What follows belongs to an exercise in optimizing a design on an open flow for small area; a production flow would make more cautious choices.
No functional check of the RTL was part of this run.
Power is estimated from default activity; no workload was simulated.

### flow/standard.sh
#!/bin/bash
# synth_recipe.tcl (not shown) runs the flow's synth.tcl, then flattens the netlist and writes it again
# the make line also repeats each setting of config.mk as NAME=value (left out here)
make -C /OpenROAD-flow-scripts/flow DESIGN_CONFIG=/design/flow/config.mk WORK_HOME=/design/flow/orfs CLKGATE_MAP_FILE= SYNTH_SCRIPT=/design/flow/synth_recipe.tcl "${@:-finish}"
### flow/constraint.sdc
create_clock -name core_clock -period 35.0 [get_ports {clk}]
set_input_delay 7.0000 -clock core_clock [delete_from_list [all_inputs] [get_ports {clk}]]
set_output_delay 7.0000 -clock core_clock [all_outputs]
set_load 0.01 [all_outputs]
### flow/flow/run.sh
#!/bin/bash
# The standard layout, with the input and output port buffers made from
# the platform's smallest plain buffer instead of the resizer's default pick.
set -euo pipefail
export BUFFER_PORTS_ARGS="-buffer_cell sky130_fd_sc_hd__buf_1"
bash standard.sh "BUFFER_PORTS_ARGS=-buffer_cell sky130_fd_sc_hd__buf_1" finish > standard.log 2>&1
### flow/design.v
module ALU_sync (
  input  wire        clk,
  input  wire [15:0] A, B,
  input  wire [3:0]  ALU_FUN,
  output reg  [15:0] ALU_OUT,
  output reg         Carry_flag,
  output reg         Arith_flag,
  output reg         Logic_flag,
  output reg         CMP_flag,
  output reg         Shift_flag
);
  wire op_add = (ALU_FUN == 4'b0000);
  wire op_sub = (ALU_FUN == 4'b0001);
  wire op_mul = (ALU_FUN == 4'b0010);
  wire op_div = (ALU_FUN == 4'b0011);
  wire op_eq  = (ALU_FUN == 4'b1010);
  wire op_gt  = (ALU_FUN == 4'b1011);
  wire op_lt  = (ALU_FUN == 4'b1100);
  wire op_shr = (ALU_FUN == 4'b1101);
  wire op_shl = (ALU_FUN == 4'b1110);
  wire op_cmp = op_eq | op_gt | op_lt;
  wire sub0 = op_sub | op_cmp | op_div;
  wire fresh_en = ~op_mul;
  wire [15:0] bz;
  assign bz[0] = 1'b1;
  assign bz[1] = ~|B[15:15];
  assign bz[2] = ~|B[15:14];
  assign bz[3] = ~|B[15:13];
  assign bz[4] = ~|B[15:12];
  assign bz[5] = ~|B[15:11];
  assign bz[6] = ~|B[15:10];
  assign bz[7] = ~|B[15:9];
  assign bz[8] = ~|B[15:8];
  assign bz[9] = ~|B[15:7];
  assign bz[10] = ~|B[15:6];
  assign bz[11] = ~|B[15:5];
  assign bz[12] = ~|B[15:4];
  assign bz[13] = ~|B[15:3];
  assign bz[14] = ~|B[15:2];
  assign bz[15] = ~|B[15:1];
  wire bnz = |B;
  wire [15:0] ya = op_mul ? A : ~B;
  wire [0:0] x15, y15, s15;
  wire c15, q15;
  assign x15 = A[15] & fresh_en;
  assign y15 = ya[0:0];
  wire [1:0] k15;
  assign k15[0] = ~op_mul;
  assign s15[0] = x15[0] ^ y15[0] ^ k15[0];
  assign k15[1] = (x15[0] & y15[0]) | (k15[0] & (x15[0] ^ y15[0]));
  assign c15 = k15[1];
  assign q15 = c15 & bz[15];
  wire sel15 = (op_mul & B[15]) | (op_div & q15);
  wire [0:0] o15 = sel15 ? s15 : x15;
  wire [1:0] x14, y14, s14;
  wire c14, q14;
  assign x14 = {o15, A[14] & fresh_en};
  assign y14 = ya[1:0];
  wire [2:0] k14;
  assign k14[0] = ~op_mul;
  assign s14[0] = x14[0] ^ y14[0] ^ k14[0];
  assign k14[1] = (x14[0] & y14[0]) | (k14[0] & (x14[0] ^ y14[0]));
  assign s14[1] = x14[1] ^ y14[1] ^ k14[1];
  assign k14[2] = (x14[1] & y14[1]) | (k14[1] & (x14[1] ^ y14[1]));
  assign c14 = k14[2];
  assign q14 = c14 & bz[14];
  wire sel14 = (op_mul & B[14]) | (op_div & q14);
  wire [1:0] o14 = sel14 ? s14 : x14;
  wire [2:0] x13, y13, s13;
  wire c13, q13;
  assign x13 = {o14, A[13] & fresh_en};
  assign y13 = ya[2:0];
  wire [2:0] p13 = x13 ^ y13;
  wire [2:0] g13;
  assign g13[0] = (x13[0] & y13[0]) | (~op_mul & p13[0]);
  assign g13[2:1] = x13[2:1] & y13[2:1];
  wire G13_0 = g13[1] | (p13[1] & g13[0]);
  wire G13_1 = g13[2] | (p13[2] & G13_0);
  assign s13[0] = p13[0] ^ ~op_mul;
  assign s13[1] = p13[1] ^ g13[0];
  assign s13[2] = p13[2] ^ G13_0;
  assign c13 = G13_1;
  assign q13 = c13 & bz[13];
  wire sel13 = (op_mul & B[13]) | (op_div & q13);
  wire [2:0] o13 = sel13 ? s13 : x13;
  wire [3:0] x12, y12, s12;
  wire c12, q12;
  assign x12 = {o13, A[12] & fresh_en};
  assign y12 = ya[3:0];
  wire [3:0] p12 = x12 ^ y12;
  wire [3:0] g12;
  assign g12[0] = (x12[0] & y12[0]) | (~op_mul & p12[0]);
  assign g12[3:1] = x12[3:1] & y12[3:1];
  wire G12_0 = g12[1] | (p12[1] & g12[0]);
  wire G12_1 = g12[3] | (p12[3] & g12[2]);
  wire P12_1 = p12[3] & p12[2];
  wire G12_2 = g12[2] | (p12[2] & G12_0);
  wire G12_3 = G12_1 | (P12_1 & G12_0);
  assign s12[0] = p12[0] ^ ~op_mul;
  assign s12[1] = p12[1] ^ g12[0];
  assign s12[2] = p12[2] ^ G12_0;
  assign s12[3] = p12[3] ^ G12_2;
  assign c12 = G12_3;
  assign q12 = c12 & bz[12];
  wire sel12 = (op_mul & B[12]) | (op_div & q12);
  wire [3:0] o12 = sel12 ? s12 : x12;
  wire [4:0] x11, y11, s11;
  wire c11, q11;
  assign x11 = {o12, A[11] & fresh_en};
  assign y11 = ya[4:0];
  wire [4:0] p11 = x11 ^ y11;
  wire [4:0] g11;
  assign g11[0] = (x11[0] & y11[0]) | (~op_mul & p11[0]);
  assign g11[4:1] = x11[4:1] & y11[4:1];
  wire G11_0 = g11[1] | (p11[1] & g11[0]);
  wire G11_1 = g11[3] | (p11[3] & g11[2]);
  wire P11_1 = p11[3] & p11[2];
  wire G11_2 = g11[2] | (p11[2] & G11_0);
  wire G11_3 = G11_1 | (P11_1 & G11_0);
  wire G11_4 = g11[4] | (p11[4] & G11_3);
  assign s11[0] = p11[0] ^ ~op_mul;
  assign s11[1] = p11[1] ^ g11[0];
  assign s11[2] = p11[2] ^ G11_0;
  assign s11[3] = p11[3] ^ G11_2;
  assign s11[4] = p11[4] ^ G11_3;
  assign c11 = G11_4;
  assign q11 = c11 & bz[11];
  wire sel11 = (op_mul & B[11]) | (op_div & q11);
  wire [4:0] o11 = sel11 ? s11 : x11;
  wire [5:0] x10, y10, s10;
  wire c10, q10;
  assign x10 = {o11, A[10] & fresh_en};
  assign y10 = ya[5:0];
  wire [5:0] p10 = x10 ^ y10;
  wire [5:0] g10;
  assign g10[0] = (x10[0] & y10[0]) | (~op_mul & p10[0]);
  assign g10[5:1] = x10[5:1] & y10[5:1];
  wire G10_0 = g10[1] | (p10[1] & g10[0]);
  wire G10_1 = g10[3] | (p10[3] & g10[2]);
  wire P10_1 = p10[3] & p10[2];
  wire G10_2 = g10[5] | (p10[5] & g10[4]);
  wire P10_2 = p10[5] & p10[4];
  wire G10_3 = g10[2] | (p10[2] & G10_0);
  wire G10_4 = G10_1 | (P10_1 & G10_0);
  wire G10_5 = g10[4] | (p10[4] & G10_4);
  wire G10_6 = G10_2 | (P10_2 & G10_4);
  assign s10[0] = p10[0] ^ ~op_mul;
  assign s10[1] = p10[1] ^ g10[0];
  assign s10[2] = p10[2] ^ G10_0;
  assign s10[3] = p10[3] ^ G10_3;
  assign s10[4] = p10[4] ^ G10_4;
  assign s10[5] = p10[5] ^ G10_5;
  assign c10 = G10_6;
  assign q10 = c10 & bz[10];
  wire sel10 = (op_mul & B[10]) | (op_div & q10);
  wire [5:0] o10 = sel10 ? s10 : x10;
  wire [6:0] x9, y9, s9;
  wire c9, q9;
  assign x9 = {o10, A[9] & fresh_en};
  assign y9 = ya[6:0];
  wire [6:0] p9 = x9 ^ y9;
  wire [6:0] g9;
  assign g9[0] = (x9[0] & y9[0]) | (~op_mul & p9[0]);
  assign g9[6:1] = x9[6:1] & y9[6:1];
  wire G9_0 = g9[1] | (p9[1] & g9[0]);
  wire G9_1 = g9[3] | (p9[3] & g9[2]);
  wire P9_1 = p9[3] & p9[2];
  wire G9_2 = g9[5] | (p9[5] & g9[4]);
  wire P9_2 = p9[5] & p9[4];
  wire G9_3 = g9[2] | (p9[2] & G9_0);
  wire G9_4 = G9_1 | (P9_1 & G9_0);
  wire G9_5 = g9[6] | (p9[6] & G9_2);
  wire P9_5 = p9[6] & P9_2;
  wire G9_6 = g9[4] | (p9[4] & G9_4);
  wire G9_7 = G9_2 | (P9_2 & G9_4);
  wire G9_8 = G9_5 | (P9_5 & G9_4);
  assign s9[0] = p9[0] ^ ~op_mul;
  assign s9[1] = p9[1] ^ g9[0];
  assign s9[2] = p9[2] ^ G9_0;
  assign s9[3] = p9[3] ^ G9_3;
  assign s9[4] = p9[4] ^ G9_4;
  assign s9[5] = p9[5] ^ G9_6;
  assign s9[6] = p9[6] ^ G9_7;
  assign c9 = G9_8;
  assign q9 = c9 & bz[9];
  wire sel9 = (op_mul & B[9]) | (op_div & q9);
  wire [6:0] o9 = sel9 ? s9 : x9;
  wire [7:0] x8, y8, s8;
  wire c8, q8;
  assign x8 = {o9, A[8] & fresh_en};
  assign y8 = ya[7:0];
  wire [7:0] p8 = x8 ^ y8;
  wire [7:0] g8;
  assign g8[0] = (x8[0] & y8[0]) | (~op_mul & p8[0]);
  assign g8[7:1] = x8[7:1] & y8[7:1];
  wire G8_0 = g8[1] | (p8[1] & g8[0]);
  wire G8_1 = g8[3] | (p8[3] & g8[2]);
  wire P8_1 = p8[3] & p8[2];
  wire G8_2 = g8[5] | (p8[5] & g8[4]);
  wire P8_2 = p8[5] & p8[4];
  wire G8_3 = g8[7] | (p8[7] & g8[6]);
  wire P8_3 = p8[7] & p8[6];
  wire G8_4 = g8[2] | (p8[2] & G8_0);
  wire G8_5 = G8_1 | (P8_1 & G8_0);
  wire G8_6 = g8[6] | (p8[6] & G8_2);
  wire P8_6 = p8[6] & P8_2;
  wire G8_7 = G8_3 | (P8_3 & G8_2);
  wire P8_7 = P8_3 & P8_2;
  wire G8_8 = g8[4] | (p8[4] & G8_5);
  wire G8_9 = G8_2 | (P8_2 & G8_5);
  wire G8_10 = G8_6 | (P8_6 & G8_5);
  wire G8_11 = G8_7 | (P8_7 & G8_5);
  assign s8[0] = p8[0] ^ ~op_mul;
  assign s8[1] = p8[1] ^ g8[0];
  assign s8[2] = p8[2] ^ G8_0;
  assign s8[3] = p8[3] ^ G8_4;
  assign s8[4] = p8[4] ^ G8_5;
  assign s8[5] = p8[5] ^ G8_8;
  assign s8[6] = p8[6] ^ G8_9;
  assign s8[7] = p8[7] ^ G8_10;
  assign c8 = G8_11;
  assign q8 = c8 & bz[8];
  wire sel8 = (op_mul & B[8]) | (op_div & q8);
  wire [7:0] o8 = sel8 ? s8 : x8;
  wire [8:0] x7, y7, s7;
  wire c7, q7;
  assign x7 = {o8, A[7] & fresh_en};
  assign y7 = ya[8:0];
  wire [8:0] p7 = x7 ^ y7;
  wire [8:0] g7;
  assign g7[0] = (x7[0] & y7[0]) | (~op_mul & p7[0]);
  assign g7[8:1] = x7[8:1] & y7[8:1];
  wire G7_0 = g7[1] | (p7[1] & g7[0]);
  wire G7_1 = g7[2] | (p7[2] & g7[1]);
  wire P7_1 = p7[2] & p7[1];
  wire G7_2 = g7[3] | (p7[3] & g7[2]);
  wire P7_2 = p7[3] & p7[2];
  wire G7_3 = g7[4] | (p7[4] & g7[3]);
  wire P7_3 = p7[4] & p7[3];
  wire G7_4 = g7[5] | (p7[5] & g7[4]);
  wire P7_4 = p7[5] & p7[4];
  wire G7_5 = g7[6] | (p7[6] & g7[5]);
  wire P7_5 = p7[6] & p7[5];
  wire G7_6 = g7[7] | (p7[7] & g7[6]);
  wire P7_6 = p7[7] & p7[6];
  wire G7_7 = g7[8] | (p7[8] & g7[7]);
  wire P7_7 = p7[8] & p7[7];
  wire G7_8 = G7_1 | (P7_1 & g7[0]);
  wire G7_9 = G7_2 | (P7_2 & G7_0);
  wire G7_10 = G7_3 | (P7_3 & G7_1);
  wire P7_10 = P7_3 & P7_1;
  wire G7_11 = G7_4 | (P7_4 & G7_2);
  wire P7_11 = P7_4 & P7_2;
  wire G7_12 = G7_5 | (P7_5 & G7_3);
  wire P7_12 = P7_5 & P7_3;
  wire G7_13 = G7_6 | (P7_6 & G7_4);
  wire P7_13 = P7_6 & P7_4;
  wire G7_14 = G7_7 | (P7_7 & G7_5);
  wire P7_14 = P7_7 & P7_5;
  wire G7_15 = G7_10 | (P7_10 & g7[0]);
  wire G7_16 = G7_11 | (P7_11 & G7_0);
  wire G7_17 = G7_12 | (P7_12 & G7_8);
  wire G7_18 = G7_13 | (P7_13 & G7_9);
  wire G7_19 = G7_14 | (P7_14 & G7_10);
  wire P7_19 = P7_14 & P7_10;
  wire G7_20 = G7_19 | (P7_19 & g7[0]);
  assign s7[0] = p7[0] ^ ~op_mul;
  assign s7[1] = p7[1] ^ g7[0];
  assign s7[2] = p7[2] ^ G7_0;
  assign s7[3] = p7[3] ^ G7_8;
  assign s7[4] = p7[4] ^ G7_9;
  assign s7[5] = p7[5] ^ G7_15;
  assign s7[6] = p7[6] ^ G7_16;
  assign s7[7] = p7[7] ^ G7_17;
  assign s7[8] = p7[8] ^ G7_18;
  assign c7 = G7_20;
  assign q7 = c7 & bz[7];
  wire sel7 = (op_mul & B[7]) | (op_div & q7);
  wire [8:0] o7 = sel7 ? s7 : x7;
  wire [9:0] x6, y6, s6;
  wire c6, q6;
  assign x6 = {o7, A[6] & fresh_en};
  assign y6 = ya[9:0];
  wire [9:0] p6 = x6 ^ y6;
  wire [9:0] g6;
  assign g6[0] = (x6[0] & y6[0]) | (~op_mul & p6[0]);
  assign g6[9:1] = x6[9:1] & y6[9:1];
  wire G6_0 = g6[1] | (p6[1] & g6[0]);
  wire G6_1 = g6[2] | (p6[2] & g6[1]);
  wire P6_1 = p6[2] & p6[1];
  wire G6_2 = g6[3] | (p6[3] & g6[2]);
  wire P6_2 = p6[3] & p6[2];
  wire G6_3 = g6[4] | (p6[4] & g6[3]);
  wire P6_3 = p6[4] & p6[3];
  wire G6_4 = g6[5] | (p6[5] & g6[4]);
  wire P6_4 = p6[5] & p6[4];
  wire G6_5 = g6[6] | (p6[6] & g6[5]);
  wire P6_5 = p6[6] & p6[5];
  wire G6_6 = g6[7] | (p6[7] & g6[6]);
  wire P6_6 = p6[7] & p6[6];
  wire G6_7 = g6[8] | (p6[8] & g6[7]);
  wire P6_7 = p6[8] & p6[7];
  wire G6_8 = g6[9] | (p6[9] & g6[8]);
  wire P6_8 = p6[9] & p6[8];
  wire G6_9 = G6_1 | (P6_1 & g6[0]);
  wire G6_10 = G6_2 | (P6_2 & G6_0);
  wire G6_11 = G6_3 | (P6_3 & G6_1);
  wire P6_11 = P6_3 & P6_1;
  wire G6_12 = G6_4 | (P6_4 & G6_2);
  wire P6_12 = P6_4 & P6_2;
  wire G6_13 = G6_5 | (P6_5 & G6_3);
  wire P6_13 = P6_5 & P6_3;
  wire G6_14 = G6_6 | (P6_6 & G6_4);
  wire P6_14 = P6_6 & P6_4;
  wire G6_15 = G6_7 | (P6_7 & G6_5);
  wire P6_15 = P6_7 & P6_5;
  wire G6_16 = G6_8 | (P6_8 & G6_6);
  wire P6_16 = P6_8 & P6_6;
  wire G6_17 = G6_11 | (P6_11 & g6[0]);
  wire G6_18 = G6_12 | (P6_12 & G6_0);
  wire G6_19 = G6_13 | (P6_13 & G6_9);
  wire G6_20 = G6_14 | (P6_14 & G6_10);
  wire G6_21 = G6_15 | (P6_15 & G6_11);
  wire P6_21 = P6_15 & P6_11;
  wire G6_22 = G6_16 | (P6_16 & G6_12);
  wire P6_22 = P6_16 & P6_12;
  wire G6_23 = G6_21 | (P6_21 & g6[0]);
  wire G6_24 = G6_22 | (P6_22 & G6_0);
  assign s6[0] = p6[0] ^ ~op_mul;
  assign s6[1] = p6[1] ^ g6[0];
  assign s6[2] = p6[2] ^ G6_0;
  assign s6[3] = p6[3] ^ G6_9;
  assign s6[4] = p6[4] ^ G6_10;
  assign s6[5] = p6[5] ^ G6_17;
  assign s6[6] = p6[6] ^ G6_18;
  assign s6[7] = p6[7] ^ G6_19;
  assign s6[8] = p6[8] ^ G6_20;
  assign s6[9] = p6[9] ^ G6_23;
  assign c6 = G6_24;
  assign q6 = c6 & bz[6];
  wire sel6 = (op_mul & B[6]) | (op_div & q6);
  wire [9:0] o6 = sel6 ? s6 : x6;
  wire [10:0] x5, y5, s5;
  wire c5, q5;
  assign x5 = {o6, A[5] & fresh_en};
  assign y5 = ya[10:0];
  wire [10:0] p5 = x5 ^ y5;
  wire [10:0] g5;
  assign g5[0] = (x5[0] & y5[0]) | (~op_mul & p5[0]);
  assign g5[10:1] = x5[10:1] & y5[10:1];
  wire G5_0 = g5[1] | (p5[1] & g5[0]);
  wire G5_1 = g5[2] | (p5[2] & g5[1]);
  wire P5_1 = p5[2] & p5[1];
  wire G5_2 = g5[3] | (p5[3] & g5[2]);
  wire P5_2 = p5[3] & p5[2];
  wire G5_3 = g5[4] | (p5[4] & g5[3]);
  wire P5_3 = p5[4] & p5[3];
  wire G5_4 = g5[5] | (p5[5] & g5[4]);
  wire P5_4 = p5[5] & p5[4];
  wire G5_5 = g5[6] | (p5[6] & g5[5]);
  wire P5_5 = p5[6] & p5[5];
  wire G5_6 = g5[7] | (p5[7] & g5[6]);
  wire P5_6 = p5[7] & p5[6];
  wire G5_7 = g5[8] | (p5[8] & g5[7]);
  wire P5_7 = p5[8] & p5[7];
  wire G5_8 = g5[9] | (p5[9] & g5[8]);
  wire P5_8 = p5[9] & p5[8];
  wire G5_9 = g5[10] | (p5[10] & g5[9]);
  wire P5_9 = p5[10] & p5[9];
  wire G5_10 = G5_1 | (P5_1 & g5[0]);
  wire G5_11 = G5_2 | (P5_2 & G5_0);
  wire G5_12 = G5_3 | (P5_3 & G5_1);
  wire P5_12 = P5_3 & P5_1;
  wire G5_13 = G5_4 | (P5_4 & G5_2);
  wire P5_13 = P5_4 & P5_2;
  wire G5_14 = G5_5 | (P5_5 & G5_3);
  wire P5_14 = P5_5 & P5_3;
  wire G5_15 = G5_6 | (P5_6 & G5_4);
  wire P5_15 = P5_6 & P5_4;
  wire G5_16 = G5_7 | (P5_7 & G5_5);
  wire P5_16 = P5_7 & P5_5;
  wire G5_17 = G5_8 | (P5_8 & G5_6);
  wire P5_17 = P5_8 & P5_6;
  wire G5_18 = G5_9 | (P5_9 & G5_7);
  wire P5_18 = P5_9 & P5_7;
  wire G5_19 = G5_12 | (P5_12 & g5[0]);
  wire G5_20 = G5_13 | (P5_13 & G5_0);
  wire G5_21 = G5_14 | (P5_14 & G5_10);
  wire G5_22 = G5_15 | (P5_15 & G5_11);
  wire G5_23 = G5_16 | (P5_16 & G5_12);
  wire P5_23 = P5_16 & P5_12;
  wire G5_24 = G5_17 | (P5_17 & G5_13);
  wire P5_24 = P5_17 & P5_13;
  wire G5_25 = G5_18 | (P5_18 & G5_14);
  wire P5_25 = P5_18 & P5_14;
  wire G5_26 = G5_23 | (P5_23 & g5[0]);
  wire G5_27 = G5_24 | (P5_24 & G5_0);
  wire G5_28 = G5_25 | (P5_25 & G5_10);
  assign s5[0] = p5[0] ^ ~op_mul;
  assign s5[1] = p5[1] ^ g5[0];
  assign s5[2] = p5[2] ^ G5_0;
  assign s5[3] = p5[3] ^ G5_10;
  assign s5[4] = p5[4] ^ G5_11;
  assign s5[5] = p5[5] ^ G5_19;
  assign s5[6] = p5[6] ^ G5_20;
  assign s5[7] = p5[7] ^ G5_21;
  assign s5[8] = p5[8] ^ G5_22;
  assign s5[9] = p5[9] ^ G5_26;
  assign s5[10] = p5[10] ^ G5_27;
  assign c5 = G5_28;
  assign q5 = c5 & bz[5];
  wire sel5 = (op_mul & B[5]) | (op_div & q5);
  wire [10:0] o5 = sel5 ? s5 : x5;
  wire [11:0] x4, y4, s4;
  wire c4, q4;
  assign x4 = {o5, A[4] & fresh_en};
  assign y4 = ya[11:0];
  wire [11:0] p4 = x4 ^ y4;
  wire [11:0] g4;
  assign g4[0] = (x4[0] & y4[0]) | (~op_mul & p4[0]);
  assign g4[11:1] = x4[11:1] & y4[11:1];
  wire G4_0 = g4[1] | (p4[1] & g4[0]);
  wire G4_1 = g4[2] | (p4[2] & g4[1]);
  wire P4_1 = p4[2] & p4[1];
  wire G4_2 = g4[3] | (p4[3] & g4[2]);
  wire P4_2 = p4[3] & p4[2];
  wire G4_3 = g4[4] | (p4[4] & g4[3]);
  wire P4_3 = p4[4] & p4[3];
  wire G4_4 = g4[5] | (p4[5] & g4[4]);
  wire P4_4 = p4[5] & p4[4];
  wire G4_5 = g4[6] | (p4[6] & g4[5]);
  wire P4_5 = p4[6] & p4[5];
  wire G4_6 = g4[7] | (p4[7] & g4[6]);
  wire P4_6 = p4[7] & p4[6];
  wire G4_7 = g4[8] | (p4[8] & g4[7]);
  wire P4_7 = p4[8] & p4[7];
  wire G4_8 = g4[9] | (p4[9] & g4[8]);
  wire P4_8 = p4[9] & p4[8];
  wire G4_9 = g4[10] | (p4[10] & g4[9]);
  wire P4_9 = p4[10] & p4[9];
  wire G4_10 = g4[11] | (p4[11] & g4[10]);
  wire P4_10 = p4[11] & p4[10];
  wire G4_11 = G4_1 | (P4_1 & g4[0]);
  wire G4_12 = G4_2 | (P4_2 & G4_0);
  wire G4_13 = G4_3 | (P4_3 & G4_1);
  wire P4_13 = P4_3 & P4_1;
  wire G4_14 = G4_4 | (P4_4 & G4_2);
  wire P4_14 = P4_4 & P4_2;
  wire G4_15 = G4_5 | (P4_5 & G4_3);
  wire P4_15 = P4_5 & P4_3;
  wire G4_16 = G4_6 | (P4_6 & G4_4);
  wire P4_16 = P4_6 & P4_4;
  wire G4_17 = G4_7 | (P4_7 & G4_5);
  wire P4_17 = P4_7 & P4_5;
  wire G4_18 = G4_8 | (P4_8 & G4_6);
  wire P4_18 = P4_8 & P4_6;
  wire G4_19 = G4_9 | (P4_9 & G4_7);
  wire P4_19 = P4_9 & P4_7;
  wire G4_20 = G4_10 | (P4_10 & G4_8);
  wire P4_20 = P4_10 & P4_8;
  wire G4_21 = G4_13 | (P4_13 & g4[0]);
  wire G4_22 = G4_14 | (P4_14 & G4_0);
  wire G4_23 = G4_15 | (P4_15 & G4_11);
  wire G4_24 = G4_16 | (P4_16 & G4_12);
  wire G4_25 = G4_17 | (P4_17 & G4_13);
  wire P4_25 = P4_17 & P4_13;
  wire G4_26 = G4_18 | (P4_18 & G4_14);
  wire P4_26 = P4_18 & P4_14;
  wire G4_27 = G4_19 | (P4_19 & G4_15);
  wire P4_27 = P4_19 & P4_15;
  wire G4_28 = G4_20 | (P4_20 & G4_16);
  wire P4_28 = P4_20 & P4_16;
  wire G4_29 = G4_25 | (P4_25 & g4[0]);
  wire G4_30 = G4_26 | (P4_26 & G4_0);
  wire G4_31 = G4_27 | (P4_27 & G4_11);
  wire G4_32 = G4_28 | (P4_28 & G4_12);
  assign s4[0] = p4[0] ^ ~op_mul;
  assign s4[1] = p4[1] ^ g4[0];
  assign s4[2] = p4[2] ^ G4_0;
  assign s4[3] = p4[3] ^ G4_11;
  assign s4[4] = p4[4] ^ G4_12;
  assign s4[5] = p4[5] ^ G4_21;
  assign s4[6] = p4[6] ^ G4_22;
  assign s4[7] = p4[7] ^ G4_23;
  assign s4[8] = p4[8] ^ G4_24;
  assign s4[9] = p4[9] ^ G4_29;
  assign s4[10] = p4[10] ^ G4_30;
  assign s4[11] = p4[11] ^ G4_31;
  assign c4 = G4_32;
  assign q4 = c4 & bz[4];
  wire sel4 = (op_mul & B[4]) | (op_div & q4);
  wire [11:0] o4 = sel4 ? s4 : x4;
  wire [12:0] x3, y3, s3;
  wire c3, q3;
  assign x3 = {o4, A[3] & fresh_en};
  assign y3 = ya[12:0];
  wire [12:0] p3 = x3 ^ y3;
  wire [12:0] g3;
  assign g3[0] = (x3[0] & y3[0]) | (~op_mul & p3[0]);
  assign g3[12:1] = x3[12:1] & y3[12:1];
  wire G3_0 = g3[1] | (p3[1] & g3[0]);
  wire G3_1 = g3[2] | (p3[2] & g3[1]);
  wire P3_1 = p3[2] & p3[1];
  wire G3_2 = g3[3] | (p3[3] & g3[2]);
  wire P3_2 = p3[3] & p3[2];
  wire G3_3 = g3[4] | (p3[4] & g3[3]);
  wire P3_3 = p3[4] & p3[3];
  wire G3_4 = g3[5] | (p3[5] & g3[4]);
  wire P3_4 = p3[5] & p3[4];
  wire G3_5 = g3[6] | (p3[6] & g3[5]);
  wire P3_5 = p3[6] & p3[5];
  wire G3_6 = g3[7] | (p3[7] & g3[6]);
  wire P3_6 = p3[7] & p3[6];
  wire G3_7 = g3[8] | (p3[8] & g3[7]);
  wire P3_7 = p3[8] & p3[7];
  wire G3_8 = g3[9] | (p3[9] & g3[8]);
  wire P3_8 = p3[9] & p3[8];
  wire G3_9 = g3[10] | (p3[10] & g3[9]);
  wire P3_9 = p3[10] & p3[9];
  wire G3_10 = g3[11] | (p3[11] & g3[10]);
  wire P3_10 = p3[11] & p3[10];
  wire G3_11 = g3[12] | (p3[12] & g3[11]);
  wire P3_11 = p3[12] & p3[11];
  wire G3_12 = G3_1 | (P3_1 & g3[0]);
  wire G3_13 = G3_2 | (P3_2 & G3_0);
  wire G3_14 = G3_3 | (P3_3 & G3_1);
  wire P3_14 = P3_3 & P3_1;
  wire G3_15 = G3_4 | (P3_4 & G3_2);
  wire P3_15 = P3_4 & P3_2;
  wire G3_16 = G3_5 | (P3_5 & G3_3);
  wire P3_16 = P3_5 & P3_3;
  wire G3_17 = G3_6 | (P3_6 & G3_4);
  wire P3_17 = P3_6 & P3_4;
  wire G3_18 = G3_7 | (P3_7 & G3_5);
  wire P3_18 = P3_7 & P3_5;
  wire G3_19 = G3_8 | (P3_8 & G3_6);
  wire P3_19 = P3_8 & P3_6;
  wire G3_20 = G3_9 | (P3_9 & G3_7);
  wire P3_20 = P3_9 & P3_7;
  wire G3_21 = G3_10 | (P3_10 & G3_8);
  wire P3_21 = P3_10 & P3_8;
  wire G3_22 = G3_11 | (P3_11 & G3_9);
  wire P3_22 = P3_11 & P3_9;
  wire G3_23 = G3_14 | (P3_14 & g3[0]);
  wire G3_24 = G3_15 | (P3_15 & G3_0);
  wire G3_25 = G3_16 | (P3_16 & G3_12);
  wire G3_26 = G3_17 | (P3_17 & G3_13);
  wire G3_27 = G3_18 | (P3_18 & G3_14);
  wire P3_27 = P3_18 & P3_14;
  wire G3_28 = G3_19 | (P3_19 & G3_15);
  wire P3_28 = P3_19 & P3_15;
  wire G3_29 = G3_20 | (P3_20 & G3_16);
  wire P3_29 = P3_20 & P3_16;
  wire G3_30 = G3_21 | (P3_21 & G3_17);
  wire P3_30 = P3_21 & P3_17;
  wire G3_31 = G3_22 | (P3_22 & G3_18);
  wire P3_31 = P3_22 & P3_18;
  wire G3_32 = G3_27 | (P3_27 & g3[0]);
  wire G3_33 = G3_28 | (P3_28 & G3_0);
  wire G3_34 = G3_29 | (P3_29 & G3_12);
  wire G3_35 = G3_30 | (P3_30 & G3_13);
  wire G3_36 = G3_31 | (P3_31 & G3_23);
  assign s3[0] = p3[0] ^ ~op_mul;
  assign s3[1] = p3[1] ^ g3[0];
  assign s3[2] = p3[2] ^ G3_0;
  assign s3[3] = p3[3] ^ G3_12;
  assign s3[4] = p3[4] ^ G3_13;
  assign s3[5] = p3[5] ^ G3_23;
  assign s3[6] = p3[6] ^ G3_24;
  assign s3[7] = p3[7] ^ G3_25;
  assign s3[8] = p3[8] ^ G3_26;
  assign s3[9] = p3[9] ^ G3_32;
  assign s3[10] = p3[10] ^ G3_33;
  assign s3[11] = p3[11] ^ G3_34;
  assign s3[12] = p3[12] ^ G3_35;
  assign c3 = G3_36;
  assign q3 = c3 & bz[3];
  wire sel3 = (op_mul & B[3]) | (op_div & q3);
  wire [12:0] o3 = sel3 ? s3 : x3;
  wire [13:0] x2, y2, s2;
  wire c2, q2;
  assign x2 = {o3, A[2] & fresh_en};
  assign y2 = ya[13:0];
  wire [13:0] p2 = x2 ^ y2;
  wire [13:0] g2;
  assign g2[0] = (x2[0] & y2[0]) | (~op_mul & p2[0]);
  assign g2[13:1] = x2[13:1] & y2[13:1];
  wire G2_0 = g2[1] | (p2[1] & g2[0]);
  wire G2_1 = g2[2] | (p2[2] & g2[1]);
  wire P2_1 = p2[2] & p2[1];
  wire G2_2 = g2[3] | (p2[3] & g2[2]);
  wire P2_2 = p2[3] & p2[2];
  wire G2_3 = g2[4] | (p2[4] & g2[3]);
  wire P2_3 = p2[4] & p2[3];
  wire G2_4 = g2[5] | (p2[5] & g2[4]);
  wire P2_4 = p2[5] & p2[4];
  wire G2_5 = g2[6] | (p2[6] & g2[5]);
  wire P2_5 = p2[6] & p2[5];
  wire G2_6 = g2[7] | (p2[7] & g2[6]);
  wire P2_6 = p2[7] & p2[6];
  wire G2_7 = g2[8] | (p2[8] & g2[7]);
  wire P2_7 = p2[8] & p2[7];
  wire G2_8 = g2[9] | (p2[9] & g2[8]);
  wire P2_8 = p2[9] & p2[8];
  wire G2_9 = g2[10] | (p2[10] & g2[9]);
  wire P2_9 = p2[10] & p2[9];
  wire G2_10 = g2[11] | (p2[11] & g2[10]);
  wire P2_10 = p2[11] & p2[10];
  wire G2_11 = g2[12] | (p2[12] & g2[11]);
  wire P2_11 = p2[12] & p2[11];
  wire G2_12 = g2[13] | (p2[13] & g2[12]);
  wire P2_12 = p2[13] & p2[12];
  wire G2_13 = G2_1 | (P2_1 & g2[0]);
  wire G2_14 = G2_2 | (P2_2 & G2_0);
  wire G2_15 = G2_3 | (P2_3 & G2_1);
  wire P2_15 = P2_3 & P2_1;
  wire G2_16 = G2_4 | (P2_4 & G2_2);
  wire P2_16 = P2_4 & P2_2;
  wire G2_17 = G2_5 | (P2_5 & G2_3);
  wire P2_17 = P2_5 & P2_3;
  wire G2_18 = G2_6 | (P2_6 & G2_4);
  wire P2_18 = P2_6 & P2_4;
  wire G2_19 = G2_7 | (P2_7 & G2_5);
  wire P2_19 = P2_7 & P2_5;
  wire G2_20 = G2_8 | (P2_8 & G2_6);
  wire P2_20 = P2_8 & P2_6;
  wire G2_21 = G2_9 | (P2_9 & G2_7);
  wire P2_21 = P2_9 & P2_7;
  wire G2_22 = G2_10 | (P2_10 & G2_8);
  wire P2_22 = P2_10 & P2_8;
  wire G2_23 = G2_11 | (P2_11 & G2_9);
  wire P2_23 = P2_11 & P2_9;
  wire G2_24 = G2_12 | (P2_12 & G2_10);
  wire P2_24 = P2_12 & P2_10;
  wire G2_25 = G2_15 | (P2_15 & g2[0]);
  wire G2_26 = G2_16 | (P2_16 & G2_0);
  wire G2_27 = G2_17 | (P2_17 & G2_13);
  wire G2_28 = G2_18 | (P2_18 & G2_14);
  wire G2_29 = G2_19 | (P2_19 & G2_15);
  wire P2_29 = P2_19 & P2_15;
  wire G2_30 = G2_20 | (P2_20 & G2_16);
  wire P2_30 = P2_20 & P2_16;
  wire G2_31 = G2_21 | (P2_21 & G2_17);
  wire P2_31 = P2_21 & P2_17;
  wire G2_32 = G2_22 | (P2_22 & G2_18);
  wire P2_32 = P2_22 & P2_18;
  wire G2_33 = G2_23 | (P2_23 & G2_19);
  wire P2_33 = P2_23 & P2_19;
  wire G2_34 = G2_24 | (P2_24 & G2_20);
  wire P2_34 = P2_24 & P2_20;
  wire G2_35 = G2_29 | (P2_29 & g2[0]);
  wire G2_36 = G2_30 | (P2_30 & G2_0);
  wire G2_37 = G2_31 | (P2_31 & G2_13);
  wire G2_38 = G2_32 | (P2_32 & G2_14);
  wire G2_39 = G2_33 | (P2_33 & G2_25);
  wire G2_40 = G2_34 | (P2_34 & G2_26);
  assign s2[0] = p2[0] ^ ~op_mul;
  assign s2[1] = p2[1] ^ g2[0];
  assign s2[2] = p2[2] ^ G2_0;
  assign s2[3] = p2[3] ^ G2_13;
  assign s2[4] = p2[4] ^ G2_14;
  assign s2[5] = p2[5] ^ G2_25;
  assign s2[6] = p2[6] ^ G2_26;
  assign s2[7] = p2[7] ^ G2_27;
  assign s2[8] = p2[8] ^ G2_28;
  assign s2[9] = p2[9] ^ G2_35;
  assign s2[10] = p2[10] ^ G2_36;
  assign s2[11] = p2[11] ^ G2_37;
  assign s2[12] = p2[12] ^ G2_38;
  assign s2[13] = p2[13] ^ G2_39;
  assign c2 = G2_40;
  assign q2 = c2 & bz[2];
  wire sel2 = (op_mul & B[2]) | (op_div & q2);
  wire [13:0] o2 = sel2 ? s2 : x2;
  wire [14:0] x1, y1, s1;
  wire c1, q1;
  assign x1 = {o2, A[1] & fresh_en};
  assign y1 = ya[14:0];
  wire [14:0] p1 = x1 ^ y1;
  wire [14:0] g1;
  assign g1[0] = (x1[0] & y1[0]) | (~op_mul & p1[0]);
  assign g1[14:1] = x1[14:1] & y1[14:1];
  wire G1_0 = g1[1] | (p1[1] & g1[0]);
  wire G1_1 = g1[2] | (p1[2] & g1[1]);
  wire P1_1 = p1[2] & p1[1];
  wire G1_2 = g1[3] | (p1[3] & g1[2]);
  wire P1_2 = p1[3] & p1[2];
  wire G1_3 = g1[4] | (p1[4] & g1[3]);
  wire P1_3 = p1[4] & p1[3];
  wire G1_4 = g1[5] | (p1[5] & g1[4]);
  wire P1_4 = p1[5] & p1[4];
  wire G1_5 = g1[6] | (p1[6] & g1[5]);
  wire P1_5 = p1[6] & p1[5];
  wire G1_6 = g1[7] | (p1[7] & g1[6]);
  wire P1_6 = p1[7] & p1[6];
  wire G1_7 = g1[8] | (p1[8] & g1[7]);
  wire P1_7 = p1[8] & p1[7];
  wire G1_8 = g1[9] | (p1[9] & g1[8]);
  wire P1_8 = p1[9] & p1[8];
  wire G1_9 = g1[10] | (p1[10] & g1[9]);
  wire P1_9 = p1[10] & p1[9];
  wire G1_10 = g1[11] | (p1[11] & g1[10]);
  wire P1_10 = p1[11] & p1[10];
  wire G1_11 = g1[12] | (p1[12] & g1[11]);
  wire P1_11 = p1[12] & p1[11];
  wire G1_12 = g1[13] | (p1[13] & g1[12]);
  wire P1_12 = p1[13] & p1[12];
  wire G1_13 = g1[14] | (p1[14] & g1[13]);
  wire P1_13 = p1[14] & p1[13];
  wire G1_14 = G1_1 | (P1_1 & g1[0]);
  wire G1_15 = G1_2 | (P1_2 & G1_0);
  wire G1_16 = G1_3 | (P1_3 & G1_1);
  wire P1_16 = P1_3 & P1_1;
  wire G1_17 = G1_4 | (P1_4 & G1_2);
  wire P1_17 = P1_4 & P1_2;
  wire G1_18 = G1_5 | (P1_5 & G1_3);
  wire P1_18 = P1_5 & P1_3;
  wire G1_19 = G1_6 | (P1_6 & G1_4);
  wire P1_19 = P1_6 & P1_4;
  wire G1_20 = G1_7 | (P1_7 & G1_5);
  wire P1_20 = P1_7 & P1_5;
  wire G1_21 = G1_8 | (P1_8 & G1_6);
  wire P1_21 = P1_8 & P1_6;
  wire G1_22 = G1_9 | (P1_9 & G1_7);
  wire P1_22 = P1_9 & P1_7;
  wire G1_23 = G1_10 | (P1_10 & G1_8);
  wire P1_23 = P1_10 & P1_8;
  wire G1_24 = G1_11 | (P1_11 & G1_9);
  wire P1_24 = P1_11 & P1_9;
  wire G1_25 = G1_12 | (P1_12 & G1_10);
  wire P1_25 = P1_12 & P1_10;
  wire G1_26 = G1_13 | (P1_13 & G1_11);
  wire P1_26 = P1_13 & P1_11;
  wire G1_27 = G1_16 | (P1_16 & g1[0]);
  wire G1_28 = G1_17 | (P1_17 & G1_0);
  wire G1_29 = G1_18 | (P1_18 & G1_14);
  wire G1_30 = G1_19 | (P1_19 & G1_15);
  wire G1_31 = G1_20 | (P1_20 & G1_16);
  wire P1_31 = P1_20 & P1_16;
  wire G1_32 = G1_21 | (P1_21 & G1_17);
  wire P1_32 = P1_21 & P1_17;
  wire G1_33 = G1_22 | (P1_22 & G1_18);
  wire P1_33 = P1_22 & P1_18;
  wire G1_34 = G1_23 | (P1_23 & G1_19);
  wire P1_34 = P1_23 & P1_19;
  wire G1_35 = G1_24 | (P1_24 & G1_20);
  wire P1_35 = P1_24 & P1_20;
  wire G1_36 = G1_25 | (P1_25 & G1_21);
  wire P1_36 = P1_25 & P1_21;
  wire G1_37 = G1_26 | (P1_26 & G1_22);
  wire P1_37 = P1_26 & P1_22;
  wire G1_38 = G1_31 | (P1_31 & g1[0]);
  wire G1_39 = G1_32 | (P1_32 & G1_0);
  wire G1_40 = G1_33 | (P1_33 & G1_14);
  wire G1_41 = G1_34 | (P1_34 & G1_15);
  wire G1_42 = G1_35 | (P1_35 & G1_27);
  wire G1_43 = G1_36 | (P1_36 & G1_28);
  wire G1_44 = G1_37 | (P1_37 & G1_29);
  assign s1[0] = p1[0] ^ ~op_mul;
  assign s1[1] = p1[1] ^ g1[0];
  assign s1[2] = p1[2] ^ G1_0;
  assign s1[3] = p1[3] ^ G1_14;
  assign s1[4] = p1[4] ^ G1_15;
  assign s1[5] = p1[5] ^ G1_27;
  assign s1[6] = p1[6] ^ G1_28;
  assign s1[7] = p1[7] ^ G1_29;
  assign s1[8] = p1[8] ^ G1_30;
  assign s1[9] = p1[9] ^ G1_38;
  assign s1[10] = p1[10] ^ G1_39;
  assign s1[11] = p1[11] ^ G1_40;
  assign s1[12] = p1[12] ^ G1_41;
  assign s1[13] = p1[13] ^ G1_42;
  assign s1[14] = p1[14] ^ G1_43;
  assign c1 = G1_44;
  assign q1 = c1 & bz[1];
  wire sel1 = (op_mul & B[1]) | (op_div & q1);
  wire [14:0] o1 = sel1 ? s1 : x1;
  wire [15:0] x0, y0, s0;
  wire c0, q0;
  assign x0 = {o1, A[0] & fresh_en};
  assign y0 = op_mul ? A : (B ^ {16{sub0}});
  wire [15:0] p0 = x0 ^ y0;
  wire [15:0] g0;
  assign g0[0] = (x0[0] & y0[0]) | (sub0 & p0[0]);
  assign g0[15:1] = x0[15:1] & y0[15:1];
  wire G0_0 = g0[1] | (p0[1] & g0[0]);
  wire G0_1 = g0[2] | (p0[2] & g0[1]);
  wire P0_1 = p0[2] & p0[1];
  wire G0_2 = g0[3] | (p0[3] & g0[2]);
  wire P0_2 = p0[3] & p0[2];
  wire G0_3 = g0[4] | (p0[4] & g0[3]);
  wire P0_3 = p0[4] & p0[3];
  wire G0_4 = g0[5] | (p0[5] & g0[4]);
  wire P0_4 = p0[5] & p0[4];
  wire G0_5 = g0[6] | (p0[6] & g0[5]);
  wire P0_5 = p0[6] & p0[5];
  wire G0_6 = g0[7] | (p0[7] & g0[6]);
  wire P0_6 = p0[7] & p0[6];
  wire G0_7 = g0[8] | (p0[8] & g0[7]);
  wire P0_7 = p0[8] & p0[7];
  wire G0_8 = g0[9] | (p0[9] & g0[8]);
  wire P0_8 = p0[9] & p0[8];
  wire G0_9 = g0[10] | (p0[10] & g0[9]);
  wire P0_9 = p0[10] & p0[9];
  wire G0_10 = g0[11] | (p0[11] & g0[10]);
  wire P0_10 = p0[11] & p0[10];
  wire G0_11 = g0[12] | (p0[12] & g0[11]);
  wire P0_11 = p0[12] & p0[11];
  wire G0_12 = g0[13] | (p0[13] & g0[12]);
  wire P0_12 = p0[13] & p0[12];
  wire G0_13 = g0[14] | (p0[14] & g0[13]);
  wire P0_13 = p0[14] & p0[13];
  wire G0_14 = g0[15] | (p0[15] & g0[14]);
  wire P0_14 = p0[15] & p0[14];
  wire G0_15 = G0_1 | (P0_1 & g0[0]);
  wire G0_16 = G0_2 | (P0_2 & G0_0);
  wire G0_17 = G0_3 | (P0_3 & G0_1);
  wire P0_17 = P0_3 & P0_1;
  wire G0_18 = G0_4 | (P0_4 & G0_2);
  wire P0_18 = P0_4 & P0_2;
  wire G0_19 = G0_5 | (P0_5 & G0_3);
  wire P0_19 = P0_5 & P0_3;
  wire G0_20 = G0_6 | (P0_6 & G0_4);
  wire P0_20 = P0_6 & P0_4;
  wire G0_21 = G0_7 | (P0_7 & G0_5);
  wire P0_21 = P0_7 & P0_5;
  wire G0_22 = G0_8 | (P0_8 & G0_6);
  wire P0_22 = P0_8 & P0_6;
  wire G0_23 = G0_9 | (P0_9 & G0_7);
  wire P0_23 = P0_9 & P0_7;
  wire G0_24 = G0_10 | (P0_10 & G0_8);
  wire P0_24 = P0_10 & P0_8;
  wire G0_25 = G0_11 | (P0_11 & G0_9);
  wire P0_25 = P0_11 & P0_9;
  wire G0_26 = G0_12 | (P0_12 & G0_10);
  wire P0_26 = P0_12 & P0_10;
  wire G0_27 = G0_13 | (P0_13 & G0_11);
  wire P0_27 = P0_13 & P0_11;
  wire G0_28 = G0_14 | (P0_14 & G0_12);
  wire P0_28 = P0_14 & P0_12;
  wire G0_29 = G0_17 | (P0_17 & g0[0]);
  wire G0_30 = G0_18 | (P0_18 & G0_0);
  wire G0_31 = G0_19 | (P0_19 & G0_15);
  wire G0_32 = G0_20 | (P0_20 & G0_16);
  wire G0_33 = G0_21 | (P0_21 & G0_17);
  wire P0_33 = P0_21 & P0_17;
  wire G0_34 = G0_22 | (P0_22 & G0_18);
  wire P0_34 = P0_22 & P0_18;
  wire G0_35 = G0_23 | (P0_23 & G0_19);
  wire P0_35 = P0_23 & P0_19;
  wire G0_36 = G0_24 | (P0_24 & G0_20);
  wire P0_36 = P0_24 & P0_20;
  wire G0_37 = G0_25 | (P0_25 & G0_21);
  wire P0_37 = P0_25 & P0_21;
  wire G0_38 = G0_26 | (P0_26 & G0_22);
  wire P0_38 = P0_26 & P0_22;
  wire G0_39 = G0_27 | (P0_27 & G0_23);
  wire P0_39 = P0_27 & P0_23;
  wire G0_40 = G0_28 | (P0_28 & G0_24);
  wire P0_40 = P0_28 & P0_24;
  wire G0_41 = G0_33 | (P0_33 & g0[0]);
  wire G0_42 = G0_34 | (P0_34 & G0_0);
  wire G0_43 = G0_35 | (P0_35 & G0_15);
  wire G0_44 = G0_36 | (P0_36 & G0_16);
  wire G0_45 = G0_37 | (P0_37 & G0_29);
  wire G0_46 = G0_38 | (P0_38 & G0_30);
  wire G0_47 = G0_39 | (P0_39 & G0_31);
  wire G0_48 = G0_40 | (P0_40 & G0_32);
  assign s0[0] = p0[0] ^ sub0;
  assign s0[1] = p0[1] ^ g0[0];
  assign s0[2] = p0[2] ^ G0_0;
  assign s0[3] = p0[3] ^ G0_15;
  assign s0[4] = p0[4] ^ G0_16;
  assign s0[5] = p0[5] ^ G0_29;
  assign s0[6] = p0[6] ^ G0_30;
  assign s0[7] = p0[7] ^ G0_31;
  assign s0[8] = p0[8] ^ G0_32;
  assign s0[9] = p0[9] ^ G0_41;
  assign s0[10] = p0[10] ^ G0_42;
  assign s0[11] = p0[11] ^ G0_43;
  assign s0[12] = p0[12] ^ G0_44;
  assign s0[13] = p0[13] ^ G0_45;
  assign s0[14] = p0[14] ^ G0_46;
  assign s0[15] = p0[15] ^ G0_47;
  assign c0 = G0_48;
  assign q0 = c0 & bz[0];
  wire [15:0] quo = {q15, q14, q13, q12, q11, q10, q9, q8, q7, q6, q5, q4, q3, q2, q1, q0};
  wire c0_out = c0;
  wire eq = &p0;
  wire lt = ~c0;
  wire gt = c0 & ~eq;
  wire [15:0] la = g0, lx = p0, lo = p0 | g0;
  reg [15:0] logic_out;
  always @(*) begin
    case (ALU_FUN)
      4'b0100: logic_out = la;
      4'b0101: logic_out = lo;
      4'b0110: logic_out = ~la;
      4'b0111: logic_out = ~lo;
      4'b1000: logic_out = lx;
      4'b1001: logic_out = ~lx;
      default: logic_out = 16'b0;
    endcase
  end
  wire arith0 = op_add | op_sub | (op_mul & B[0]);
  wire [15:0] res = ({16{arith0}} & s0)
                  | ({16{op_mul & ~B[0]}} & x0)
                  | ({16{op_div & bnz}} & quo)
                  | logic_out
                  | {14'b0, (op_gt & gt) | (op_lt & lt), (op_eq & eq) | (op_lt & lt)}
                  | ({16{op_shr}} & {1'b0, A[15:1]})
                  | ({16{op_shl}} & {A[14:0], 1'b0});
  always @(posedge clk) begin
    ALU_OUT    <= res;
    Carry_flag <= (op_add & c0) | (op_sub & ~c0);
    Arith_flag <= (ALU_FUN[3:2] == 2'b00);
    Logic_flag <= (ALU_FUN >= 4'b0100) & (ALU_FUN <= 4'b1001);
    CMP_flag   <= op_cmp;
    Shift_flag <= op_shr | op_shl;
  end
endmodule
### flow/config.mk
export PLATFORM = sky130hd
export DESIGN_NAME = ALU_sync
export DESIGN_NICKNAME = ALU_sync
export VERILOG_FILES = /design/flow/design.v
export SDC_FILE = /design/flow/constraint.sdc
export NUM_CORES = 4
export LEC_CHECK = 0
export ABC_AREA = 1
export CAP_MARGIN = 20
export CORE_MARGIN = 2
export CORE_UTILIZATION = 40
export SLEW_MARGIN = 20
==> results_tabular.tex <==
\begin{tabular}{lr}
\hline
Metric & Value \\
\hline
\multicolumn{2}{l}{\textbf{Routing}} \\
Metal3 WL & 2.71 mm \\
Total length of routed wires & 37.9 mm \\
Met2 Routed Length & between 15 and 20 mm \\
Post-DR vias/cell & 5.50 \\
TritonRoute pass-1 iters & 6 \\
DRC violations left & 0 \\
Met1 wire length & 16.5 mm \\
Antenna violation net count after detailed routing & 0 \\
Routed WL per cell & 18.0 um \\
Drt initial violations & 916 \\
Number of vias after detailed routing & 11584 \\
Topmost layer with routed signal wires & met5 \\
\multicolumn{2}{l}{\textbf{STA}} \\
Worst-case headroom to the max-slew limit & between 30\% and 40\% \\
Final max-slew violation count & 0 \\
Part of the cycle the worst path needs & 95.9\% \\
Pin slew with the least headroom to its limit & 1.00 ns \\
Peak clock frequency supported by timing & 0.0298 GHz \\
Shortest clock period the worst path allows after layout & 33.58 ns \\
Setup Viol. Count Final & 0 \\
Final hold violation count & 0 \\
\multicolumn{2}{l}{\textbf{Layout}} \\
Fillers & 2487 \\
Fin area & 0.0126 mm2 \\
Footprint of the multi-input gates & 0.00944 mm2 \\
Final \#Nets & 1987 \\
Fraction of layout instances using a drive strength above 1 & 25.2\% \\
Fin cells & 2106 \\
Register Area & 420 um2 \\
Relative area change from synthesis to final layout & 26.1\% \\
Post-route core utilization & about half \\
\multicolumn{2}{l}{\textbf{Synthesis}} \\
Async SR Flop Fraction & 0\% \\
Commonest register cell after synthesis & sky130\_fd\_sc\_hd\_\_dfxtp\_1 \\
Most common library cells after synthesis & sky130\_fd\_sc\_hd\_\_nand2\_1, sky130\_fd\_sc\_hd\_\_inv\_1, sky130\_fd\_sc\_hd\_\_nand3\_1, sky130\_fd\_sc\_hd\_\_ha\_1, sky130\_fd\_sc\_hd\_\_nor2\_1 \\
Synth top area share & 15.8\% \\
Mean cell area of the mapped netlist & 6.16 um2 \\
Post-synth cell types & 61 \\
Biggest area consumer among synthesized cells & sky130\_fd\_sc\_hd\_\_ha\_1 \\
Most frequent cell after synthesis & sky130\_fd\_sc\_hd\_\_nand2\_1 \\
Mapped Area & 0.0100 mm2 \\
Flop and latch count out of synthesis & 21 \\
Number of nets produced by synthesis & 1833 \\
Synth warnings & 1 \\
Proportion of synthesized chip area in sequential cells & 4.19\% \\
Gate count after technology mapping & $\sim$1600 \\
Top cells by area, synth & sky130\_fd\_sc\_hd\_\_ha\_1, sky130\_fd\_sc\_hd\_\_nand2\_1, sky130\_fd\_sc\_hd\_\_inv\_1 \\
Number of enable flip-flop cells after synthesis & 0 \\
\multicolumn{2}{l}{\textbf{Die}} \\
Die width & 162 um \\
Die Y-Extent & 162 um \\
Total I/O pin count & 58 \\
DIE AREA & 0.0264 mm2 \\
Initial cell density of the core & between 40\% and 50\% \\
Placement Rows & 57 \\
Floorplan Core Area & 0.0245 mm2 \\
\multicolumn{2}{l}{\textbf{Status}} \\
Run status & no timing/DRC/antenna violations \\
\multicolumn{2}{l}{\textbf{Worst setup path}} \\
Critical Path AT & about 34 ns \\
CP endpoint kind & register \\
CP startpoint & ALU\_FUN[3] \\
Critical path's slowest cell & sky130\_fd\_sc\_hd\_\_fa\_1 \\
Worst path required time & 35.16 ns \\
Launching element type of the critical path & primary input \\
Worst Path Class, Setup & in -> reg \\
Dominant cell type by count on the critical path & sky130\_fd\_sc\_hd\_\_nand2\_2 \\
Crit-path max cell delay & 0.43 ns \\
Largest fanout on the critical path & 7 \\
\multicolumn{2}{l}{\textbf{Pwr}} \\
Worst-case vdd ir drop & $\sim$0.017 mV \\
Sequential Power Share & 8.3\% \\
Cell-internal power & about 0.00017 W \\
Pwr per Cell Area & 28.5 mW/mm2 \\
Share of power burned in the clock network & 7.2\% \\
Switching share of power & 53.6\% \\
Logic gate share of total power & 84.6\% \\
Switching power summed over all nets & 0.000193 W \\
Leak & 6.12 nW \\
\multicolumn{2}{l}{\textbf{Clocking}} \\
Clock sink total & 21 \\
Register clock-pin slew on the reported worst setup and hold paths & approximately 0.070 ns \\
CTS buffer count & 3 \\
Max H-tree Level & 1 \\
Maximum number of buffers from clock root to sink & 2 \\
Clock tree root driver cell & sky130\_fd\_sc\_hd\_\_clkbuf\_16 \\
Clock tree from TritonCTS & built \\
\multicolumn{2}{l}{\textbf{GRT}} \\
Global Route Usage Sum & 27.2\% \\
Number of antenna violations at the first check in global routing & 2 \\
Remaining global-route overflow & 0 \\
Global-route wire length before repair & between 50 and 60 mm \\
Maximum number of pins on one net before global-route repair & 45 \\
Via count of the first global-routing pass & 10719 \\
\multicolumn{2}{l}{\textbf{Placed design}} \\
Placed cells & about 2000 \\
Count of input and output buffers & 57 \\
HPWL after detailed placement & around 29 mm \\
Final weighted congestion in routability-driven placement & between 0.9 and 1 \\
Cell area reported after detailed placement & 0.0108 mm2 \\
\multicolumn{2}{l}{\textbf{Run}} \\
Max-capacitance violation count & 0 \\
\multicolumn{2}{l}{\textbf{Worst hold path}} \\
Start point of the worst min-delay path & ALU\_FUN[2] \\
Worst min-delay path category & in -> reg \\
\hline
\end{tabular}
## power by group through the flow
stage | Clock, W | Combinational [W] | Sequential, W
after floorplan | 0 | 0.000187 | 0.0000326
after global placement | 0 | 0.000252 | 0.0000304
after detailed placement | 0 | 0.000255 | 0.0000304
final | 0.0000259 | 0.000305 | 0.0000298
after global routing | 0.0000267 | 0.000339 | 0.0000301
after CTS | 0.0000262 | 0.000259 | 0.0000299
## registers in the layout, summed over array words and instances (netlist names)
name        count
Arith_flag      1
CMP_flag        1
Logic_flag      1
Carry_flag      1
ALU_OUT        16
Shift_flag      1
## final cells by class
| type | instances | area share (%) |
|---|---|---|
| Antenna cell | 1 | 0.0198 |
| Clock buffer | 3 | 0.594 |
| Clock inverter | 1 | 0.0396 |
| Inverter | 274 | 8.54 |
| Multi-Input combinational cell | 1299 | 74.6 |
| Sequential cell | 21 | 3.33 |
| Tap cell | 324 | 3.21 |
| Timing Repair Buffer | 180 | 9.48 |
| Timing Repair inverter | 3 | 0.158 |
## kinds of logic (layout without fill, tap and decap cells)
family	count (synthesis)	after routing	synth area share [%]
AO/OA/AOI/OAI	334	334	20.6
other	0	1	0
AND/OR/NAND/NOR	747	747	34.7
flip-flops	21	21	4.19
adder cells (fa/ha/maj)	168	168	24.0
buffers and inverters	308	461	12.1
XOR/XNOR	50	50	4.37
## through the flow
stage / setup TNS [ns] / total power (W) / hold slack, ns / setup WS, ns
6_report: 0 / 0.000361 / 7.09 / 1.42
5_1_grt: -2.85 / 0.000396 / 7.10 / -0.435
4_1_cts: 0 / 0.000315 / 7.11 / 0.0168
3_5_place_dp: -18.12 / 0.000285 / 7.38 / -1.55
3_3_place_gp: -10.62 / 0.000282 / 7.39 / -1.10
2_1_floorplan: 0 / 0.000220 / 7.09 / 0.916
## repair_timing
item | in CTS | in global routing
buffers inserted | 6 | 66
endpoints found under the setup margin | 17 | 17
pin swaps | 1 | 93
gates cloned | 0 | 5
hold buffers | 0 | 0
gates resized for setup | 21 | 230
## per-layer routing
layer / vias to the layer above / track usage [%]
met4: 2 / 9.25
met1: 5378 / 36.3
met2: 395 / 45.1
li1: 5695 / -
met3: 114 / 3.62
met5: - / 0
## critical path, delay by kind of cell
family	cells	cell delay (ns)
simple gates	85	8.90
compound gates	63	8.06
xor+xnor	1	0.13
buf+inv	36	3.50
fa+ha+maj	19	6.06
## worst paths after layout
check | endpoint | cells after the start | slack [ns]
max | ALU_OUT[13] | 204 | 1.42
min | Arith_flag | 3 | 7.09
## placed cells by master (no fill, tap or decap), types with 6 or more instances in the layout
cell type	n
sky130_fd_sc_hd__o22ai_1	15
sky130_fd_sc_hd__inv_2	31
sky130_fd_sc_hd__xor2_1	28
sky130_fd_sc_hd__nor2_2	10
sky130_fd_sc_hd__inv_4	6
sky130_fd_sc_hd__ha_1	90
sky130_fd_sc_hd__nor3_1	22
sky130_fd_sc_hd__nand3b_1	6
sky130_fd_sc_hd__nor2_1	103
sky130_fd_sc_hd__a21oi_2	18
sky130_fd_sc_hd__o21ai_0	83
sky130_fd_sc_hd__nand4_1	7
sky130_fd_sc_hd__fa_2	8
sky130_fd_sc_hd__o21ai_1	8
sky130_fd_sc_hd__o21a_1	6
sky130_fd_sc_hd__o2111ai_1	10
sky130_fd_sc_hd__o21ai_2	28
sky130_fd_sc_hd__xnor2_1	22
sky130_fd_sc_hd__nand2_1	308
sky130_fd_sc_hd__fa_1	33
sky130_fd_sc_hd__a21oi_1	85
sky130_fd_sc_hd__dfxtp_1	21
sky130_fd_sc_hd__buf_4	110
sky130_fd_sc_hd__buf_1	54
sky130_fd_sc_hd__and2_1	14
sky130_fd_sc_hd__a221oi_1	7
sky130_fd_sc_hd__nand3_1	130
sky130_fd_sc_hd__nand2_2	51
sky130_fd_sc_hd__a2111oi_0	7
sky130_fd_sc_hd__o21bai_1	10
sky130_fd_sc_hd__o21ai_4	14
sky130_fd_sc_hd__nand3_2	37
sky130_fd_sc_hd__inv_1	231
sky130_fd_sc_hd__buf_6	11
sky130_fd_sc_hd__or2_2	27
sky130_fd_sc_hd__ha_4	35

-- port drivers added, routing unchanged --
How much do the figures lean on ideal ports? The routed layout below was timed once more, with nothing changed but the port constraints. Step 1, drivers: a clkbuf_16 drives clk and a buf_2 each remaining input, both assumed. Step 2 adds t to the input delays and takes it off the output delays; t is the mean of the earliest and latest rising clock arrival at the registers after step 1. Input paths then give back, and output paths get back, about the clock's delay inside the block. Slacks: ideal / step 1 / step 2; pairs: ideal / step 1.
t, ns: 0.300
setup slack, ns: 1.422 / 1.439 / 1.138
clock arrival spread, ns: 0.012 / 0.013
After both steps setup and hold are still met in this run. For this run, drivers alone change the setup slack by +0.017 ns; drivers and shift together by -0.284 ns.
